Context: an optimization exercise on an open-source flow, tuned for small area and a short achievable clock period. The choices shown serve that exercise and are no tape-out recipe.
RTL that was checked went through simulation tests only; none was proved equivalent to the original.
The clock input has no modelled driver; a real chip could not lean on it and would need a root buffer or a full tree.
Power is estimated from default activity; no workload was simulated.

== lane 1 ==
==> flow/design.v <==
module syc_FIFO #(
    parameter DATA_WIDTH = 32,
    parameter DEPTH      = 16
)(
    input                       wr_en,
    input                       rd_en,
    input      [DATA_WIDTH-1:0] wr_data,
    input                       clk,
    input                       rstb,
    output reg [DATA_WIDTH-1:0] rd_data,
    output reg                  full,
    output wire                 empty
);
    localparam J = DEPTH / 2;
    reg [DATA_WIDTH-1:0] memory [DEPTH-1:0];
    reg [DEPTH-1:0]      wr_sel, rd_sel;
    reg [J-1:0]          fill;
    reg                  not_empty;
    assign empty = ~not_empty;
    wire wr = wr_en & ~full;
    wire rd = rd_en & not_empty;
    wire one_word = fill[0] & ~fill[1];           
    wire one_free = fill[J-1] & ~fill[J-2];       
    wire up   = wr & ~rd;                         
    wire down = rd & ~wr;                         
    integer i;
    always @(posedge clk)
        for (i = 0; i < DEPTH; i = i + 1)
            if (wr & wr_sel[i]) memory[i] <= wr_data;
    reg [DATA_WIDTH-1:0] rd_word;
    always @* begin
        rd_word = {DATA_WIDTH{1'b0}};
        for (i = 0; i < DEPTH; i = i + 1)
            rd_word = rd_word | (memory[i] & {DATA_WIDTH{rd_sel[i]}});
    end
    always @(posedge clk)
        rd_sel <= ({DEPTH{~not_empty}}         & wr_sel)
                | ({DEPTH{not_empty &  rd_en}} & {rd_sel[DEPTH-2:0], rd_sel[DEPTH-1]})
                | ({DEPTH{not_empty & ~rd_en}} & rd_sel);
    always @(posedge clk or negedge rstb) begin
        if (!rstb) begin
            wr_sel    <= 1;
            fill      <= 0;
            rd_data   <= 0;
            full      <= 1'b0;
            not_empty <= 1'b0;
        end else begin
            if (rd) rd_data <= rd_word;
            if (wr) wr_sel <= {wr_sel[DEPTH-2:0], wr_sel[DEPTH-1]};
            full      <= full ? ~rd_en : (wr_en & ~rd_en & one_free);
            not_empty <= not_empty ? ~(rd_en & ~wr_en & one_word) : wr_en;
            if (up)
                fill <= {fill[J-2:0], ~fill[J-1]};
            else if (down)
                fill <= {~fill[0], fill[J-1:1]};
        end
    end
endmodule
export LEC_CHECK = 0
export CAP_MARGIN = 20
export CORE_MARGIN = 2
export CORE_UTILIZATION = 40
export SETUP_SLACK_MARGIN = 1.35
export SLEW_MARGIN = 20
create_clock -name core_clock -period 3.0 [get_ports {clk}]
standard.sh (not shown) runs the stock make flow with config.mk's settings and CLKGATE_MAP_FILE= SYNTH_SCRIPT=/design/flow/synth_recipe.tcl, a recipe that flattens the netlist after the stock synthesis.
==> flow/flow/run.sh <==
#!/bin/bash
# Standard ORFS layout (the standard.sh, synthesis unchanged) with:
#  - port buffers of a plain buffer cell instead of the one buffer_ports picks;
#  - a hand-built two-level clock tree (flow/pre_cts.tcl, flow/mancts.tcl)
#    in place of TritonCTS's three-level one;
#  - gate sizing not held to cells of the same footprint.
set -uo pipefail
here=$(pwd)
bash standard.sh \
  BUFFER_PORTS_ARGS="-buffer_cell sky130_fd_sc_hd__buf_2" \
  PRE_CTS_TCL="$here/flow/pre_cts.tcl" \
  MATCH_CELL_FOOTPRINT=0 \
  finish > flow_make.log 2>&1
Other scripts of this flow, unchanged in this note and not shown: flow/flow/mancts.tcl, flow/flow/pre_cts.tcl
diff inputs: lane 1 => lane 2
==> flow/design.v <==
module syc_FIFO #(
    parameter DATA_WIDTH = 32,
    parameter DEPTH      = 16
)(
    input                       wr_en,
    input                       rd_en,
    input      [DATA_WIDTH-1:0] wr_data,
    input                       clk,
    input                       rstb,
    output reg [DATA_WIDTH-1:0] rd_data,
    output reg                  full,
    output wire                 empty
);
    localparam J = DEPTH / 2;
    reg [DATA_WIDTH-1:0] memory [DEPTH-1:0];
    reg [DEPTH-1:0]      wr_sel, rd_sel;
    reg [DEPTH-1:0]      rd_sel_hi;          
    reg [J-1:0]          fill;
    reg                  not_empty;
    assign empty = ~not_empty;
    wire wr = wr_en & ~full;
    wire rd = rd_en & not_empty;
    wire one_word = fill[0] & ~fill[1];           
    wire one_free = fill[J-1] & ~fill[J-2];       
    wire up   = wr & ~rd;                         
    wire down = rd & ~wr;                         
    wire wr_load = full & rd_en;
    wire wr_step = wr_en & ~full & (rd_en | ~one_free);
    wire wr_hold = full ? ~rd_en : ~wr_en;
    wire rd_load = ~not_empty;
    wire rd_step = not_empty & rd_en;
    wire rd_hold = not_empty & ~rd_en;
    wire [DEPTH-1:0] wr_sel_next = ({DEPTH{wr_load}} & rd_sel)
                                 | ({DEPTH{wr_step}} & {wr_sel[DEPTH-2:0], wr_sel[DEPTH-1]})
                                 | ({DEPTH{wr_hold}} & wr_sel);
    wire [DEPTH-1:0] rd_sel_next = ({DEPTH{rd_load}} & wr_sel)
                                 | ({DEPTH{rd_step}} & {rd_sel[DEPTH-2:0], rd_sel[DEPTH-1]})
                                 | ({DEPTH{rd_hold}} & rd_sel);
    wire [DEPTH-1:0] rd_sel_hi_next = ({DEPTH{rd_load}} & wr_sel)
                                    | ({DEPTH{rd_step}} & {rd_sel_hi[DEPTH-2:0], rd_sel_hi[DEPTH-1]})
                                    | ({DEPTH{rd_hold}} & rd_sel_hi);
    integer i;
    always @(posedge clk)
        for (i = 0; i < DEPTH; i = i + 1)
            if (wr_en & wr_sel[i]) memory[i] <= wr_data;
    localparam LO = DATA_WIDTH / 2;
    reg [DATA_WIDTH-1:0] rd_word;
    always @* begin
        rd_word = {DATA_WIDTH{1'b0}};
        for (i = 0; i < DEPTH; i = i + 1)
            rd_word = rd_word | (memory[i] & {{(DATA_WIDTH-LO){rd_sel_hi[i]}}, {LO{rd_sel[i]}}});
    end
    always @(posedge clk) begin
        rd_sel    <= rd_sel_next;
        rd_sel_hi <= rd_sel_hi_next;
    end
    always @(posedge clk or negedge rstb) begin
        if (!rstb) begin
            wr_sel    <= 1;
            fill      <= 0;
            rd_data   <= 0;
            full      <= 1'b0;
            not_empty <= 1'b0;
        end else begin
            if (rd) rd_data <= rd_word;
            wr_sel <= wr_sel_next;
            full      <= full ? ~rd_en : (wr_en & ~rd_en & one_free);
            not_empty <= not_empty ? ~(rd_en & ~wr_en & one_word) : wr_en;
            if (up)
                fill <= {fill[J-2:0], ~fill[J-1]};
            else if (down)
                fill <= {~fill[0], fill[J-1:1]};
        end
    end
endmodule
Results
Going from lane 1 to lane 2, setup clock skew after layout lost 3.9 ps, post-synthesis instance area saw an increase, part of the power in the clock network shows a reduction of 3.3 points, synthesized instance count has increased. Going from lane 1 to lane 2, path length in cells of the critical path moved down, sequential share of layout area moved up. Lane 2 vs lane 1 — power per unit of standard cell area climbed by more than 10%. Lane 2 against lane 1: total routed wirelength flat, inverter count of the layout excluding clock inverters up 16, number of pins with negative max-slew slack in the final report flat, final critical-path setup slack down 36 ps, via total after detailed routing up 413. Area enclosed by the die boundary went up by a few percent going from lane 1 to lane 2.
Function was not checked in any run of this note: the RTL went through the layout flow alone. In every run of this note, the design's own scripts or RTL, not TritonCTS, make the clock network.

* * *

Another version of the RTL of syc_FIFO (not shown whole).
Size: ~1100 cells after synthesis, about 580 flip-flops, roughly 21000 sq um of cells after synthesis.
==> module syc_FIFO, before the edit <==
module syc_FIFO #(
    parameter DATA_WIDTH = 32,
    parameter DEPTH      = 16
)(
    input                       wr_en,
    input                       rd_en,
    input      [DATA_WIDTH-1:0] wr_data,
    input                       clk,
    input                       rstb,
    output reg [DATA_WIDTH-1:0] rd_data,
    output reg                  full,
    output wire                 empty
);
    reg [DATA_WIDTH-1:0] memory [DEPTH-1:0];
    reg [DEPTH-1:0]      wr_sel, rd_sel;
    reg                  not_empty;
    assign empty = ~not_empty;
    wire wr = wr_en & ~full;
    wire rd = rd_en & not_empty;
    wire [DEPTH-1:0] wr_sel_next = {wr_sel[DEPTH-2:0], wr_sel[DEPTH-1]};
    wire [DEPTH-1:0] rd_sel_next = {rd_sel[DEPTH-2:0], rd_sel[DEPTH-1]};
    wire one_word = |(wr_sel & rd_sel_next);
    wire one_free = |(rd_sel & wr_sel_next);
    integer i;
    always @(posedge clk)
        for (i = 0; i < DEPTH; i = i + 1)
            if (wr & wr_sel[i]) memory[i] <= wr_data;
    reg [DATA_WIDTH-1:0] rd_word;
    always @* begin
        rd_word = {DATA_WIDTH{1'b0}};
        for (i = 0; i < DEPTH; i = i + 1)
            rd_word = rd_word | (memory[i] & {DATA_WIDTH{rd_sel[i]}});
    end
    always @(posedge clk or negedge rstb) begin
        if (!rstb) begin
            wr_sel    <= 1;
            rd_sel    <= 1;
            rd_data   <= 0;
            full      <= 1'b0;
            not_empty <= 1'b0;
        end else begin
            if (wr) wr_sel <= wr_sel_next;
            if (rd) begin
                rd_sel  <= rd_sel_next;
                rd_data <= rd_word;
            end
            if (wr & ~rd) begin
                not_empty <= 1'b1;
                full      <= one_free;
            end else if (rd & ~wr) begin
                full      <= 1'b0;
                not_empty <= ~one_word;
            end
        end
    end
endmodule
export LEC_CHECK = 0
export CAP_MARGIN = 20
export CORE_MARGIN = 2
export CORE_UTILIZATION = 40
export CTS_CLUSTER_DIAMETER = 100
export CTS_CLUSTER_SIZE = 30
export SETUP_SLACK_MARGIN = 1.2
export SLEW_MARGIN = 20
create_clock -name core_clock -period 3.0 [get_ports {clk}]
run.sh (not shown) runs the stock make flow with config.mk's settings and CLKGATE_MAP_FILE= SYNTH_SCRIPT=/design/flow/synth_recipe.tcl, a recipe that flattens the netlist after the stock synthesis.
Stock flow here: none of the scripts above is used.
The baseline finished with timing, DRC and antenna clean.
Next try:
==> flow/design.v (replaced) <==
module syc_FIFO #(
    parameter DATA_WIDTH = 32,
    parameter DEPTH      = 16
)(
    input                       wr_en,
    input                       rd_en,
    input      [DATA_WIDTH-1:0] wr_data,
    input                       clk,
    input                       rstb,
    output reg [DATA_WIDTH-1:0] rd_data,
    output reg                  full,
    output reg                  empty
);
    localparam ADDR_WIDTH = $clog2(DEPTH);
    reg [DATA_WIDTH-1:0] memory [DEPTH-1:0];
    reg [ADDR_WIDTH-1:0] wr_ptr, rd_ptr;
    reg [DEPTH-1:0]      rd_sel;             
    wire wr = wr_en & ~full;
    wire rd = rd_en & ~empty;
    wire one_word = (wr_ptr == rd_ptr + 1'b1);
    wire one_free = (rd_ptr == wr_ptr + 1'b1);
    always @(posedge clk)
        if (wr) memory[wr_ptr] <= wr_data;
    reg [DATA_WIDTH-1:0] rd_word;
    integer i;
    always @* begin
        rd_word = {DATA_WIDTH{1'b0}};
        for (i = 0; i < DEPTH; i = i + 1)
            rd_word = rd_word | (memory[i] & {DATA_WIDTH{rd_sel[i]}});
    end
    always @(posedge clk or negedge rstb) begin
        if (!rstb) begin
            wr_ptr  <= 0;
            rd_ptr  <= 0;
            rd_sel  <= 1;
            rd_data <= 0;
            full    <= 1'b0;
            empty   <= 1'b1;
        end else begin
            if (wr) wr_ptr <= wr_ptr + 1'b1;
            if (rd) begin
                rd_ptr  <= rd_ptr + 1'b1;
                rd_sel  <= {rd_sel[DEPTH-2:0], rd_sel[DEPTH-1]};
                rd_data <= rd_word;
            end
            if (wr & ~rd) begin
                empty <= 1'b0;
                full  <= one_free;
            end else if (rd & ~wr) begin
                full  <= 1'b0;
                empty <= one_word;
            end
        end
    end
endmodule
After rerunning: Core utilization drops by 1.2 points; design area drops by 2.8%; sequential power climbs by 11%; final cell count climbs by 0.58%; wire length drops by 12%; hold slack is better by 78 ps; clock skew drops by 20 ps; critical path depth does not change; fmax climbs by 4.3%; flip-flop and latch count drops by 8; power climbs by 16%; setup slack is better by 80 ps.
Function not checked in the first run of this note: the RTL went through the layout flow alone.

[what the ideal ports hide]
Ports are ideal in the flow. The routed layouts listed here were re-timed in OpenROAD. Step 1 (the two cells are an assumption about what drives the block):
set clk [get_ports {clk}]
set_driving_cell -lib_cell sky130_fd_sc_hd__clkbuf_16 $clk
set_driving_cell -lib_cell sky130_fd_sc_hd__buf_2 [delete_from_list [all_inputs] $clk]
Step 2 adds t to the input delays and takes it off the output delays; t is the mean of the earliest and latest rising clock arrival at the registers after step 1. Input paths then give back, and output paths get back, about the clock's delay inside the block. a / b / c = no drivers / after step 1 / after step 2; a / b = the first two.
run | t (ns) | setup WS [ns] | hold WS [ns] | slew at the worst register clock pin (ns)
lane 1 | 0.474 | 1.366 / 1.261 / 1.088 | 0.393 / 0.291 / 0.519 | 0.10 / 0.10
lane 2 | 0.465 | 1.331 / 1.221 / 1.029 | 0.364 / 0.292 / 0.525 | 0.10 / 0.10
the first run of note 2 | 0.639 | 1.067 / 1.090 / 0.456 | 0.063 / 0.035 / 0.485 | 0.12 / 0.12
the second run of note 2 | 0.613 | 1.147 / 1.114 / 0.646 | 0.142 / 0.114 / 0.488 | 0.12 / 0.12
After both steps setup and hold are still met in every run listed. The setup slack of the first run of note 2, which loses most, moves by +0.023 ns with the drivers and by -0.611 ns with both steps.
